From an optimization exercise on the open Yosys and OpenROAD flow, aimed at small area and a short achievable clock period; shortcuts taken in it are not production practice.
No run shown here included a check of the RTL's function; only the layout flow was run.
No run shown here takes its clock network from TritonCTS; it comes from the design's own scripts or RTL.
No driver is modelled on the clock port, so clock power and skew are understated where the tree is cut down; a real chip needs a root buffer or a tree.
No activity file was given, so power comes from the tool's default toggle rates.

==> flow/design.v, too long to show whole: its modules and the start of the top module <==
// module mult_unsigned: 1400 lines
// module mult_pg: 4 lines
// module mult_fa: 4 lines
// module mult_ha: 4 lines
module mult_unsigned (
	input clk, rst,
	input [15:0] A,
	input [23:0] B,
	output [39:0] result
);
  // ...
==> flow/flow/run.sh <==
#!/bin/bash
# Layout flow: the standard synthesis unchanged, then the standard ORFS
# steps with plain buffers on the ports and the setup-repair target below.
set -euo pipefail
bash standard.sh synth > synth.log 2>&1
sed -e 's/SETUP_SLACK_MARGIN=[-0-9.]*/SETUP_SLACK_MARGIN=5.58/' standard.sh > layout.sh
export BUFFER_PORTS_ARGS="-buffer_cell sky130_fd_sc_hd__buf_1"
export PRE_CTS_TCL=$(pwd)/flow/manual_cts.tcl MCTS_LEAVES=12 MCTS_ROOTS=4 MCTS_CLASSES='r2:sky130_fd_sc_hd__dlygate4sd3_1+sky130_fd_sc_hd__dlygate4sd1_1 r3:sky130_fd_sc_hd__dlygate4sd3_1+sky130_fd_sc_hd__dlygate4sd3_1+sky130_fd_sc_hd__dlygate4sd1_1' REMOVE_ABC_BUFFERS=1
bash layout.sh finish > layout.log 2>&1
==> flow/flow/manual_cts.tcl <==
# Two-level clock tree built by hand, in place of the flow's clock tree
# synthesis: the clock port drives a few root buffers; each root buffer drives
# the leaf buffers of its region, and each leaf buffer drives one cluster of
# flip-flops (k-means on their positions). Every register gets the same two
# buffer stages; no register's clock is delayed on purpose.
proc mcts_kmeans {pts k} {
  # pts: list of {x y}; returns {assign cx cy counts}
  set n [llength $pts]
  set sorted [lsort -real -index 0 $pts]
  set cx {}; set cy {}
  for {set i 0} {$i < $k} {incr i} {
    set s [lindex $sorted [expr {int(($i + 0.5) * $n / $k)}]]
    lappend cx [lindex $s 0]; lappend cy [lindex $s 1]
  }
  for {set iter 0} {$iter < 40} {incr iter} {
    set sx [lrepeat $k 0.0]; set sy [lrepeat $k 0.0]; set sc [lrepeat $k 0]
    set assign {}
    foreach s $pts {
      set best 0; set bd 1e30
      for {set i 0} {$i < $k} {incr i} {
        set d [expr {abs([lindex $s 0] - [lindex $cx $i]) + abs([lindex $s 1] - [lindex $cy $i])}]
        if {$d < $bd} { set bd $d; set best $i }
      }
      lappend assign $best
      lset sx $best [expr {[lindex $sx $best] + [lindex $s 0]}]
      lset sy $best [expr {[lindex $sy $best] + [lindex $s 1]}]
      lset sc $best [expr {[lindex $sc $best] + 1}]
    }
    for {set i 0} {$i < $k} {incr i} {
      if {[lindex $sc $i] > 0} {
        lset cx $i [expr {[lindex $sx $i] / [lindex $sc $i]}]
        lset cy $i [expr {[lindex $sy $i] / [lindex $sc $i]}]
      }
    }
  }
  return [list $assign $cx $cy $sc]
}

# capacity-limited assignment of points to centres (nearest first), with the
# centres moved to their points' mean, repeated
proc mcts_balance {pts cx cy cap} {
  set n [llength $pts]
  set k [llength $cx]
  for {set iter 0} {$iter < 10} {incr iter} {
    set pairs {}
    for {set l 0} {$l < $n} {incr l} {
      set p [lindex $pts $l]
      for {set r 0} {$r < $k} {incr r} {
        lappend pairs [list [expr {abs([lindex $p 0] - [lindex $cx $r]) + abs([lindex $p 1] - [lindex $cy $r])}] $l $r]
      }
    }
    set assign [lrepeat $n -1]
    set sc [lrepeat $k 0]
    foreach pr [lsort -real -index 0 $pairs] {
      lassign $pr d l r
      if {[lindex $assign $l] >= 0 || [lindex $sc $r] >= $cap} { continue }
      lset assign $l $r
      lset sc $r [expr {[lindex $sc $r] + 1}]
    }
    set sx [lrepeat $k 0.0]; set sy [lrepeat $k 0.0]
    for {set l 0} {$l < $n} {incr l} {
      set r [lindex $assign $l]
      lset sx $r [expr {[lindex $sx $r] + [lindex $pts $l 0]}]
      lset sy $r [expr {[lindex $sy $r] + [lindex $pts $l 1]}]
    }
    for {set r 0} {$r < $k} {incr r} {
      if {[lindex $sc $r] > 0} { lset cx $r [expr {[lindex $sx $r] / [lindex $sc $r]}]; lset cy $r [expr {[lindex $sy $r] / [lindex $sc $r]}] }
    }
  }
  return [list $assign $cx $cy $sc]
}

proc mcts_build {nleaf nroot} {
  set block [ord::get_db_block]
  set db [ord::get_db]
  set clknet [[$block findBTerm clk] getNet]
  set master [$db findMaster sky130_fd_sc_hd__clkbuf_16]
  set lmaster $master
  if {[info exists ::env(MCTS_LEAF_CELL)]} { set lmaster [$db findMaster $::env(MCTS_LEAF_CELL)] }
  # register classes: "prefix:cell+cell ..." puts the named delay cells in
  # front of the leaf buffers of the registers whose names start with prefix
  set classes {{"" {}}}
  if {[info exists ::env(MCTS_CLASSES)]} {
    foreach c $::env(MCTS_CLASSES) {
      lassign [split $c :] pre chain
      lappend classes [list $pre [split $chain +]]
    }
  }
  set sinks {}
  foreach it [$clknet getITerms] {
    set inst [$it getInst]
    set name [$inst getName]
    set cls 0
    for {set c 1} {$c < [llength $classes]} {incr c} {
      if {[string match "[lindex $classes $c 0]*" $name]} { set cls $c; break }
    }
    set loc [$inst getLocation]
    set m [$inst getMaster]
    lappend sinks [list $it $cls [expr {[lindex $loc 0] + [$m getWidth] / 2}] [expr {[lindex $loc 1] + [$m getHeight] / 2}]]
  }
  set n [llength $sinks]
  set cap [expr {int(ceil(double($n) / $nleaf))}]
  # leaf clusters, class by class
  set leaves {}
  set sink_leaf {}
  for {set c 0} {$c < [llength $classes]} {incr c} {
    set pts {}; set its {}
    foreach s $sinks {
      if {[lindex $s 1] == $c} { lappend pts [lrange $s 2 3]; lappend its [lindex $s 0] }
    }
    if {[llength $pts] == 0} { continue }
    set k [expr {max(1, int(ceil(double([llength $pts]) / $cap)))}]
    lassign [mcts_kmeans $pts $k] assign cx cy sc
    lassign [mcts_balance $pts $cx $cy [expr {int(ceil(double([llength $pts]) / $k))}]] assign cx cy sc
    set base [llength $leaves]
    for {set i 0} {$i < $k} {incr i} { lappend leaves [list [lindex $cx $i] [lindex $cy $i] $c [lindex $sc $i]] }
    set j 0
    foreach it $its { lappend sink_leaf [list $it [expr {$base + [lindex $assign $j]}]]; incr j }
  }
  set nl [llength $leaves]
  set lpts {}
  foreach l $leaves { lappend lpts [lrange $l 0 1] }
  lassign [mcts_kmeans $lpts $nroot] rassign rcx rcy rsc
  lassign [mcts_balance $lpts $rcx $rcy [expr {int(ceil(double($nl) / $nroot))}]] rassign rcx rcy rsc
  set rootnets {}
  for {set r 0} {$r < $nroot} {incr r} {
    if {[lindex $rsc $r] == 0} { lappend rootnets {}; continue }
    set root [odb::dbInst_create $block $master mcts_root_$r]
    $root setLocation [expr {int([lindex $rcx $r])}] [expr {int([lindex $rcy $r])}]
    $root setPlacementStatus PLACED
    [$root findITerm A] connect $clknet
    set rnet [odb::dbNet_create $block mcts_root_net_$r]
    $rnet setSigType CLOCK
    [$root findITerm X] connect $rnet
    lappend rootnets $rnet
  }
  set leafnets {}
  for {set i 0} {$i < $nl} {incr i} {
    lassign [lindex $leaves $i] x y c cnt
    set x [expr {int($x)}]; set y [expr {int($y)}]
    set drv [lindex $rootnets [lindex $rassign $i]]
    set d 0
    foreach cell [lindex $classes $c 1] {
      set dl [odb::dbInst_create $block [$db findMaster $cell] mcts_dly_${i}_$d]
      $dl setLocation $x $y
      $dl setPlacementStatus PLACED
      [$dl findITerm A] connect $drv
      set dnet [odb::dbNet_create $block mcts_dly_net_${i}_$d]
      $dnet setSigType CLOCK
      [$dl findITerm X] connect $dnet
      set drv $dnet
      incr d
    }
    set leaf [odb::dbInst_create $block $lmaster mcts_leaf_$i]
    $leaf setLocation $x $y
    $leaf setPlacementStatus PLACED
    [$leaf findITerm A] connect $drv
    set lnet [odb::dbNet_create $block mcts_leaf_net_$i]
    $lnet setSigType CLOCK
    [$leaf findITerm X] connect $lnet
    lappend leafnets $lnet
  }
  foreach sl $sink_leaf {
    set it [lindex $sl 0]
    $it disconnect
    $it connect [lindex $leafnets [lindex $sl 1]]
  }
  puts "manual clock tree: $n sinks, $nl leaf buffers, $nroot root buffers $rsc, classes $classes"
}

set mcts_leaves 10
set mcts_roots 3
if {[info exists ::env(MCTS_LEAVES)]} { set mcts_leaves $::env(MCTS_LEAVES) }
if {[info exists ::env(MCTS_ROOTS)]} { set mcts_roots $::env(MCTS_ROOTS) }
mcts_build $mcts_leaves $mcts_roots
set_propagated_clock [all_clocks]
# the tree is built: the flow's clock_tree_synthesis call becomes a no-op
rename clock_tree_synthesis mcts_orig_clock_tree_synthesis
proc clock_tree_synthesis {args} { puts "clock_tree_synthesis skipped: manual clock tree" }
==> flow/standard.sh <==
#!/bin/bash
# synth_recipe.tcl (not shown) runs the flow's synth.tcl, then flattens the netlist and writes it again
# the make line also repeats each setting of config.mk as NAME=value (left out here)
make -C /OpenROAD-flow-scripts/flow DESIGN_CONFIG=/design/flow/config.mk WORK_HOME=/design/flow/orfs CLKGATE_MAP_FILE= SYNTH_SCRIPT=/design/flow/synth_recipe.tcl "${@:-finish}"
==> flow/config.mk <==
export PLATFORM = sky130hd
export DESIGN_NAME = mult_unsigned
export DESIGN_NICKNAME = mult_unsigned
export VERILOG_FILES = /design/flow/design.v
export SDC_FILE = /design/flow/constraint.sdc
export NUM_CORES = 4
export LEC_CHECK = 0
export CAP_MARGIN = 20
export CORE_MARGIN = 2
export CORE_UTILIZATION = 40
export SETUP_SLACK_MARGIN = 5
export SLEW_MARGIN = 20
export SYNTH_HIERARCHICAL = 1
export SYNTH_MINIMUM_KEEP_SIZE = 0
==> flow/constraint.sdc <==
create_clock -name core_clock -period 8.0 [get_ports {clk}]
set_input_delay 1.6000 -clock core_clock [delete_from_list [all_inputs] [get_ports {clk}]]
set_output_delay 1.6000 -clock core_clock [all_outputs]
set_load 0.01 [all_outputs]
==> results.toml, run 1 <==
[sta]
hold_viol = 1
holdWs_ns = -0.01961

[run_status]
status = "failed layout checks"
violations = "negative hold slack"

[detailed_routing]
drc = 0
routed-wl-met3_um = 2956

[setup_path]
r2r-start = "rb[9]"
cp.required_ns = 6.40
cp-start-kind = "register"
path_depth = 1

[yosys]
avgSynthCellArea_um2 = 11.75
netlist_area_um2 = 14580
ys_ff_latch = 251
synth-edff-count = 0

[die]
io-pin-count = 82

[min_path]
hold_depth = 2
worstHoldPathType = "reg2reg"
hold_start = "r_two[0]"

[cells_and_area]
layout_common_cells = "219 x xnor2_1, 184 x a22oi_1, 176 x dfxtp_1, 168 x fa_1, 74 x ha_1"
drive_gt1_share_pct = 9.169
fillCellCount = 3400
multi_input_area_um2 = 8837
seq_area_share_pct = 33.11

[power]
ir_drop_v = 0.0002498

[placement]
place_area_um2 = 15170
==> run 2: changes to the inputs <==
--- a/flow/design.v
+++ b/flow/design.v
@@ -1,27 +1,25 @@
 module mult_unsigned (
 	input clk, rst,
 	input [15:0] A,
 	input [23:0] B,
 	output [39:0] result
 );
 reg [23:0] rb;
-reg [7:0] r_one, r_two, r_neg;
-reg r_a15;
+reg [15:0] ra;
 reg [78:0] r2;
 reg [39:0] r3, r4, r5;
 reg [3:0] v;
-wire [16:0] ax = {A, 1'b0};
-wire [7:0] e_one, e_two, e_neg;
+wire [16:0] ax = {ra, 1'b0};
+wire [7:0] r_one, r_two, r_neg;
+wire r_a15 = ra[15];
 genvar gi;
 generate for (gi = 0; gi < 8; gi = gi + 1) begin : enc
-	assign e_one[gi] = ax[2*gi+1] ^ ax[2*gi];
-	assign e_two[gi] = (ax[2*gi+2] & ~ax[2*gi+1] & ~ax[2*gi]) | (~ax[2*gi+2] & ax[2*gi+1] & ax[2*gi]);
-	assign e_neg[gi] = ax[2*gi+2];
+	mult_booth_enc u_enc (.a(ax[2*gi+2:2*gi]), .one(r_one[gi]), .two(r_two[gi]), .neg(r_neg[gi]));
 end endgenerate
 wire pp1;
 wire pp2;
 wire pp3;
 wire pp4;
 wire pp5;
 wire pp6;
 wire pp7;
@@ -1374,20 +1372,17 @@
 assign g787 = g673 | (p674 & g769);
 assign g788 = g677 | (p678 & g761);
 assign g789 = g681 | (p682 & g770);
 wire [39:0] sx = {r2[77], r2[75], r2[73], r2[71], r2[69], r2[67], r2[65], r2[63], r2[61], r2[59], r2[57], r2[55], r2[53], r2[51], r2[49], r2[47], r2[45], r2[43], r2[41], r2[39], r2[37], r2[35], r2[33], r2[31], r2[29], r2[27], r2[25], r2[23], r2[21], r2[19], r2[17], r2[15], r2[13], r2[11], r2[9], r2[7], r2[5], r2[3], r2[2], r2[0]};
 wire [39:0] sy = {r2[78], r2[76], r2[74], r2[72], r2[70], r2[68], r2[66], r2[64], r2[62], r2[60], r2[58], r2[56], r2[54], r2[52], r2[50], r2[48], r2[46], r2[44], r2[42], r2[40], r2[38], r2[36], r2[34], r2[32], r2[30], r2[28], r2[26], r2[24], r2[22], r2[20], r2[18], r2[16], r2[14], r2[12], r2[10], r2[8], r2[6], r2[4], 1'b0, r2[1]};
 wire [39:0] prod = {(p684 ^ g789), (p682 ^ g770), (p680 ^ g788), (p678 ^ g761), (p676 ^ g787), (p674 ^ g769), (p672 ^ g786), (p670 ^ g755), (p668 ^ g785), (p666 ^ g768), (p664 ^ g784), (p662 ^ g760), (p660 ^ g783), (p658 ^ g767), (p656 ^ g782), (p654 ^ g756), (p652 ^ g781), (p650 ^ g766), (p648 ^ g780), (p646 ^ g759), (p644 ^ g779), (p642 ^ g765), (p640 ^ g778), (p638 ^ g752), (p636 ^ g777), (p634 ^ g764), (p632 ^ g776), (p630 ^ g758), (p628 ^ g775), (p626 ^ g763), (p624 ^ g774), (p622 ^ g743), (p620 ^ g773), (p618 ^ g762), (p616 ^ g772), (p614 ^ g724), (p612 ^ g771), (p610 ^ g685), (p608 ^ g605), p606};
 always @(posedge clk) begin
 	rb <= B;
-	r_one <= e_one;
-	r_two <= e_two;
-	r_neg <= e_neg;
-	r_a15 <= A[15];
+	ra <= A;
 	r2 <= {s603, c602, s601, c600, s599, c598, s597, c596, s595, c594, s593, c592, s591, c590, s589, c588, s587, c586, s585, c584, s583, c582, s581, c580, s579, c578, s577, c576, s575, c574, s573, c572, s571, c570, s569, c568, s567, c566, s565, c564, s563, c562, s561, c560, s559, c558, s557, c556, s555, c554, s553, c552, s551, c550, s549, c548, s547, c546, s545, c544, s543, c542, s541, c540, s539, c538, s537, c536, s535, c534, s533, c532, s531, c530, s529, pp27, pp2, pp1, r_neg[0]};
 	r3 <= prod;
 	r4 <= r3;
 end
 always @(posedge clk or posedge rst) begin
 	if (rst) begin
 		v <= 4'b0;
 		r5 <= 40'b0;
@@ -1397,16 +1392,21 @@
 	end
 end
 assign result = r5;
 endmodule
 module mult_pg (input a, b, output p, g);
 assign p = a ^ b;
 assign g = a & b;
 endmodule
+module mult_booth_enc (input [2:0] a, output one, two, neg);
+assign one = a[1] ^ a[0];
+assign two = (a[2] & ~a[1] & ~a[0]) | (~a[2] & a[1] & a[0]);
+assign neg = a[2];
+endmodule
 module mult_fa (input a, b, c, output s, co);
 assign s = a ^ b ^ c;
 assign co = (a & b) | (a & c) | (b & c);
 endmodule
 module mult_ha (input a, b, output s, co);
 assign s = a ^ b;
 assign co = a & b;
 endmodule
==> flow/flow/run.sh (replaced) <==
#!/bin/bash
# Layout flow: the standard synthesis unchanged, then the standard ORFS
# steps with plain buffers on the ports and the setup-repair target below.
set -euo pipefail
bash standard.sh synth > synth.log 2>&1
sed -e 's/SETUP_SLACK_MARGIN=[-0-9.]*/SETUP_SLACK_MARGIN=5.58/' standard.sh > layout.sh
export BUFFER_PORTS_ARGS="-buffer_cell sky130_fd_sc_hd__buf_1"
export PRE_CTS_TCL=$(pwd)/flow/manual_cts.tcl MCTS_LEAVES=12 MCTS_ROOTS=4 MCTS_CLASSES='r2:sky130_fd_sc_hd__dlygate4sd3_1+sky130_fd_sc_hd__dlygate4sd3_1 r3:sky130_fd_sc_hd__dlygate4sd3_1+sky130_fd_sc_hd__dlygate4sd3_1+sky130_fd_sc_hd__dlygate4sd1_1' REMOVE_ABC_BUFFERS=1
bash layout.sh finish > layout.log 2>&1
==> run 2 against run 1 <==
Still fails the layout checks on negative hold slack. Wire length up 13%. Setup slack better by 0.0096 ns. Sequential power fell by 2%. Synthesized cell count grew 0.16%. Global-route usage is 0.88 points higher. Via count is 6.4% higher. Critical endpoint is now r2[42]. Largest power group unchanged.
==> results.toml, run 2 <==
[setup_path]
crit_fanout = 14
startpoint = "ra[15]"
crit_top_cell = "fa_1"
crit_path_end_kind = "register"
worstPathArrival_ns = 3.76
reg2reg_depth = 10
critPathTopFamily = "adder cells"
cp-start-kind = "register"
slowest_stage = "fa_2"
r2r-start = "ra[15]"
critPathMaxStageDelay_ns = 0.64
path_class = "reg2reg"
crit_buf_inv = 2
crit_chain = "buf_12, nand2b_1, o22ai_4, buf_12, a22oi_1, xnor2_1, fa_1, fa_1, fa_1, fa_2"
cp.required_ns = 9.34
path_depth = 10

[yosys]
synth_compound_area_share_pct = 12.63
ys_types = 42
synth_top_family_by_area = "adder cells"
synth.area.top_cells = "dfxtp_1 27%, fa_1 23%, xnor2_1 13%, a22oi_1 9.5%, dfrtp_1 7.6%"
synth-edff-count = 0
synth-simple-area-share_pct = 5.272
synth_fa_ha_area_share_pct = 29.53
netlist_area_um2 = 14530
synth_common_cells = "219 x xnor2_1, 199 x dfxtp_1, 184 x a22oi_1"
yosys.area.top_type = "dfxtp_1"
synthMuxAreaShare_pct = 0
synth.top_cell.area_share_pct = 27.43
syn_inst = 1243
avgSynthCellArea_um2 = 11.69
ys_async_sr_fraction_pct = 18.11
yosysSeqAreaShare_pct = 35.01
synth-xor-area-share_pct = 13.69
ys_ff_latch = 243
synth_warnings = 7
yosysMostFrequentCell = "xnor2_1"
ys.flop_type = "dfxtp_1"

[detailed_routing]
drt_wl_total_um = 39110
ant_nets = 0
wl_per_cell_um = 21.60
drt_pass1_iterations = 6
via_count = 9818
drt_iter0_drc = 816
drc = 0
vias_per_cell = 5.421

[sta]
slew_violations = 0
fmax_mhz = 413.7
setup_viol = 0
rsz0062_at_grt = "yes"
worst_clock_skew_ns = 1.320
finalSetupTns_ns = 0
holdWs_ns = -0.02806
worst-slew-pin-transition_ns = 0.9420
max_slew_margin_pct = 37.11
finalCritPeriodShare_pct = 30.21
layout_min_cycle_time_ns = 2.417
hold_viol = 1

[cells_and_area]
layout_common_cells = "217 x xnor2_1, 184 x a22oi_1, 172 x dfxtp_1, 146 x fa_1, 59 x buf_1"
area_growth_pct = 20.42
fin_nets = 1636
final_common_cell = "xnor2_1"
fin_area_um2 = 17490
antenna_cells = 0
fillCellCount = 3168
drive_gt1_share_pct = 17.78
top_register = "r2"
largest_reg_flops = 79

[run_status]
violations = "negative hold slack"
status = "failed layout checks"

[global_routing]
grt_use_total_pct = 19.42
grt_pass1_vias = 10240
grt_first_pass_wirelength_um = 58400
overflow = 0
grt_max_degree = 45
grt_antenna_before_repair = 2

[die]
fp-row-count = 69
die_x_um = 194.6
die_area_um2 = 37850
die_h_um = 194.6
start_util_pct = 40.74
io-pin-count = 82
coreArea_um2 = 35660

[placement]
dpl.hpwl_um = 22340
gp_congestion = 0.8656
place_area_um2 = 15120
portBuffers = 81

[min_path]
hold_depth = 4
worstHoldPathType = "reg2reg"
hold_start = "ra[0]"

[clock_tree]
cts.clk_slew.worst_paths_ns = 0.10
clock_latency_ns = 1.60

[flow_run]
drv_cap = 0

[power]
power_density_nw_per_um2 = 351.1
ir_drop_v = 0.0002240
power.leakage_uw = 0.006848
run 2: cell types whose count changed after synthesis, moves of 2 or more:
cell	previous run	this run
buf_1	15	12
buf_4	0	8
clkbuf_1	96	98
dfxtp_1	207	199
nand2_1	35	43
nand3b_1	7	0
o21ai_0	15	8
o22ai_2	0	8
run 2: tightest hold or removal path, delay by kind of cell (launching register included):
family          cells  cell delay [ns]
buf+inv             1             0.18
flops               1             0.36
xor+xnor            2             0.29
compound gates      1             0.24
run 2: final cells by class:
class / instances / area, um2 / share of cell area [%]
Timing Repair Buffer: 192 / 1842 / 10.53
Buffer: 30 / 538.0 / 3.076
Sequential cell: 243 / 5132 / 29.34
Multi-Input combinational cell: 863 / 9319 / 53.28
Inverter: 22 / 82.58 / 0.4721
Tap cell: 461 / 576.8 / 3.298
run 2: per-stage QoR:
step,worst slack [ns],std cells,power (uW),utilization [%]
floorplan,3.330,1128,3933,-
global placement,3.937,1693,4810,42.42
detailed placement,3.924,1693,4891,42.42
CTS,5.568,1758,5905,45.99
global route,5.493,1811,6692,49.05
finish,5.583,1811,6142,49.05
run 2: final timing paths:
kind / end / slack, ns
worst max-delay path: r2[42] / 5.58
worst min-delay path: r2[2] / -0.03
worst max register to register: r2[42] / 5.58
worst min register to register: r2[2] / -0.03
max in group asynchronous: v[3] / 6.33
min in group asynchronous: r5[8] / 1.20
run 2: power breakdown:
group / total [uW] / switching (uW) / internal, uW / leakage, uW
clock: 843 / 399 / 444 / 0.000259
sequential: 1950 / 193 / 1760 / 0.00224
combinational: 3350 / 1740 / 1610 / 0.00435
run 2: per-module statistics from Yosys, one instance, submodules excluded:
module	area, um2	cells inside	times used
mult_booth_enc	38.79	5	8
mult_fa	20.02	1	168
mult_ha	12.51	1	14
mult_unsigned	10180	981	1
mult_pg	12.51	1	40
run 2: timing repair:
item	in CTS	in global routing
endpoints found under the setup margin	55	55
endpoints found under the hold margin	24	4
cloned	8	11
hold buffers	17	1
buffers inserted	10	40
pin swaps	15	69
gates resized for setup	59	120
run 2: kinds of logic after synthesis:
kind of cell / Yosys count
buf+inv: 140
flops: 243
fa+ha+maj: 242
compound gates: 240
simple gates: 149
xor+xnor: 227
other cells: 2
run 2: routing by layer:
metal,track usage [%],routed length (um),vias to the layer above
li1,-,-,4350
met1,26.81,16640,4877
met2,31.18,17830,490
met3,3.227,3254,99
met4,6.268,1364,2
met5,0,13,-
==> run 3: changes to the inputs <==
==> flow/flow/run.sh (replaced) <==
#!/bin/bash
# Layout flow: the standard synthesis unchanged, then the standard ORFS
# steps with plain buffers on the ports and the setup-repair target below.
set -euo pipefail
bash standard.sh synth > synth.log 2>&1
sed -e 's/SETUP_SLACK_MARGIN=[-0-9.]*/SETUP_SLACK_MARGIN=5.58/' standard.sh > layout.sh
export BUFFER_PORTS_ARGS="-buffer_cell sky130_fd_sc_hd__buf_1"
export PRE_CTS_TCL=$(pwd)/flow/manual_cts.tcl MCTS_LEAVES=12 MCTS_ROOTS=4 MCTS_CLASSES='r2:sky130_fd_sc_hd__dlygate4sd3_1+sky130_fd_sc_hd__dlygate4sd1_1 r3:sky130_fd_sc_hd__dlygate4sd3_1+sky130_fd_sc_hd__dlygate4sd3_1' REMOVE_ABC_BUFFERS=1
bash layout.sh finish > layout.log 2>&1
==> run 3 against run 2 <==
The run now finishes clean. Synthesized cell count did not move. Sequential share of layout area shrank 0.97 points. Synthesized area stayed put. Via count up 2.1%. Register-to-register slack got worse by 0.30 ns. Sequential cell count did not move. First-iteration DRC count grew 23%. Combinational power hardly changed. Critical path type unchanged. Largest cell class unchanged.
==> results.toml, run 3 <==
[detailed_routing]
drt_wl_total_um = 40310
vias_per_cell = 5.488
ant_nets = 0
drt_pass1_iterations = 6
drc = 0
wl_per_cell_um = 22.06
drt_iter0_drc = 1005
via_count = 10030

[cells_and_area]
fin_area_um2 = 18140
antenna_cells = 0
layout_common_cells = "200 x xnor2_1, 167 x dfxtp_1, 158 x a22oi_1, 90 x fa_1, 78 x fa_2"
fillCellCount = 3052
fin_nets = 1652
top_register = "r2"
post-route-util_pct = 50.88
area_growth_pct = 24.89
drive_gt1_share_pct = 26.57
final_common_cell = "xnor2_1"
largest_reg_flops = 79

[sta]
max_slew_margin_pct = 39.08
fmax_mhz = 367.6
slew_violations = 0
layout_min_cycle_time_ns = 2.721
hold_viol = 0
rsz0062_at_grt = "yes"
worst-slew-pin-transition_ns = 0.9126
setup_viol = 0
setup_ws_ns = 5.279
finalSetupTns_ns = 0
finalCritPeriodShare_pct = 34.01
worst_clock_skew_ns = 1.146

[global_routing]
grt_pass1_vias = 10380
grt_antenna_before_repair = 2
grt_first_pass_wirelength_um = 60930
grt_use_total_pct = 20.55
grt_max_degree = 45
overflow = 0

[setup_path]
cp.required_ns = 8.93
reg2reg_depth = 6
r2r-end = "r2[50]"
startpoint = "rb[22]"
worstPathArrival_ns = 3.65
r2r-start = "rb[22]"
regToRegSetupSlack_ns = 5.28
crit_fanout = 17
path_class = "reg2reg"
crit_path_end_kind = "register"
cp-start-kind = "register"

[yosys]
synth.top_cell.area_share_pct = 27.43
syn_inst = 1243
ys.flop_type = "dfxtp_1"
yosysSeqAreaShare_pct = 35.01
ys_types = 42
yosysMostFrequentCell = "xnor2_1"
avgSynthCellArea_um2 = 11.69
netlist_area_um2 = 14530
synth-edff-count = 0
ys_async_sr_fraction_pct = 18.11
yosys.area.top_type = "dfxtp_1"
ys_ff_latch = 243
synth_common_cells = "219 x xnor2_1, 199 x dfxtp_1, 184 x a22oi_1"
synth.area.top_cells = "dfxtp_1 27%, fa_1 23%, xnor2_1 13%, a22oi_1 9.5%, dfrtp_1 7.6%"
synth_warnings = 7

[min_path]
hold_depth = 2
hold_start = "rb[0]"
min_to = "r2[3]"
worstHoldPathType = "reg2reg"

[die]
coreArea_um2 = 35660
start_util_pct = 40.74
die_h_um = 194.6
die_area_um2 = 37850
fp-row-count = 69
die_x_um = 194.6
io-pin-count = 82

[placement]
place_area_um2 = 15120
pre_cts_ws_ns = 3.924
dpl.hpwl_um = 22340
portBuffers = 81
gp_congestion = 0.8656

[power]
ir_drop_v = 0.0002137
power_density_nw_per_um2 = 337.6
power.leakage_uw = 0.007153

[clock_tree]
clock_latency_ns = 1.42
cts.clk_slew.worst_paths_ns = 0.10

[flow_run]
drv_cap = 0

[run_status]
status = "no timing/DRC/antenna violations"
[run 3: cell counts after synthesis]
Identical to the previous run, type by type.
[run 3: what timing repair did]
item                                   CTS  global route
hold buffers                             1             0
gates resized for setup                176           130
gates cloned                            21             7
buffers inserted                        53            23
pin swaps                               50           104
setup endpoints to repair               60            74
endpoints found under the hold margin    1             0
[run 3: layout make-up]
type	instances	area (um2)	area share [%]
multi-input combinational	863	9598	52.91
sequential	243	5146	28.37
timing repair buffer	210	2221	12.24
tap	461	576.8	3.180
buffer	28	515.5	2.842
inverter	22	82.58	0.4552
[run 3: worst max-delay path, cell delays in order, from the launching register on]
cell     delay [ns]
dfxtp_1        0.88
a22oi_1        0.25
xnor2_1        0.32
fa_2           0.50
fa_2           0.40
fa_1           0.52
fa_2           0.47
[run 3: where the power goes]
group	switching (uW)	total, uW	internal (uW)
registers	173	1930	1750
clock network	398	825	428
logic	1750	3370	1630
total	2320	6120	3810
[run 3: modules after synthesis, one instance, submodules excluded]
module          cell area, um2  cells inside  times used  flip-flops and latches
mult_unsigned            10180           981           1                     243
mult_fa                  20.02             1         168                       0
mult_ha                  12.51             1          14                       0
mult_pg                  12.51             1          40                       0
mult_booth_enc           38.79             5           8                       0
[run 3: through the flow]
| stage | total power [uW] | instances | hold slack [ns] |
|---|---|---|---|
| 2_1_floorplan | 3933 | 1128 | 0.3096 |
| 3_3_place_gp | 4810 | 1693 | 0.3115 |
| 3_5_place_dp | 4891 | 1693 | 0.3121 |
| 4_1_cts | 5983 | 1796 | 0.04084 |
| 5_1_grt | 6655 | 1827 | 0.1076 |
| 6_report | 6124 | 1827 | 0.06419 |
[run 3: cells by family (layout without fill, tap and decap cells)]
group | count (synthesis) | after routing | share of synthesized area [%]
simple gates | 149 | 149 | 5.272
fa+ha+maj | 242 | 242 | 29.53
xor+xnor | 227 | 227 | 13.69
buf+inv | 140 | 260 | 3.825
compound gates | 240 | 240 | 12.63
other cells | 2 | 5 | 0.05170
flops | 243 | 243 | 35.01
[run 3: worst max-delay path by stage]
stage | slack, ns | end
6_report | 5.28 | r2[50]
3_5_place_dp | 3.92 | r2[44]
3_3_place_gp | 3.94 | r2[40]
5_1_grt | 5.27 | r2[48]
4_1_cts | 5.35 | r2[44]
2_1_floorplan | 3.33 | r2[32]
[run 3: metal layers]
layer,vias to the layer above,GRT usage (%),share of wire [%]
met2,585,32.56,45
met5,-,0,0.032
met3,126,4.078,10
li1,4393,-,-
met4,2,7.835,4.5
met1,4921,27.85,41

==> afterwards: timing with drivers on the ports <==
No port has a modelled driver above. Below, the same layouts with a new extraction and two added sets of constraints. Step 1 (the two cells are an assumption about what drives the block):
set clk [get_ports {clk}]
set_driving_cell -lib_cell sky130_fd_sc_hd__clkbuf_16 $clk
set_driving_cell -lib_cell sky130_fd_sc_hd__buf_2 [delete_from_list [all_inputs] $clk]
Step 2, shift: input delay + t, output delay - t, t = (earliest + latest rising clock arrival at the registers) / 2. This alone moves slack from input paths to output paths. Three values: ideal ports, drivers, drivers and shift; two values: the first two.
| run | t (ns) | setup WS [ns] | hold WS [ns] | clock arrival spread, ns | worst register clock-pin slew, ns | pins driven straight from the clock port |
|---|---|---|---|---|---|---|
| run 1 | 1.085 | 5.573 / 5.459 / 5.110 | -0.020 / -0.020 / -0.020 | 1.451 / 1.451 | 0.12 / 0.12 | 4 |
| run 2 | 1.042 | 5.583 / 5.489 / 5.365 | -0.028 / -0.028 / -0.028 | 1.321 / 1.321 | 0.10 / 0.10 | 4 |
| run 3 | 0.952 | 5.279 / 5.280 / 5.280 | 0.064 / 0.064 / 0.064 | 1.147 / 1.147 | 0.10 / 0.10 | 4 |
In every run listed the clock reaches the registers at very different times; t lies between them, and the last value is a rough guide only. The setup slack of run 1, which loses most, moves by -0.114 ns with the drivers and by -0.463 ns with both steps. Setup slack includes reset recovery checks.
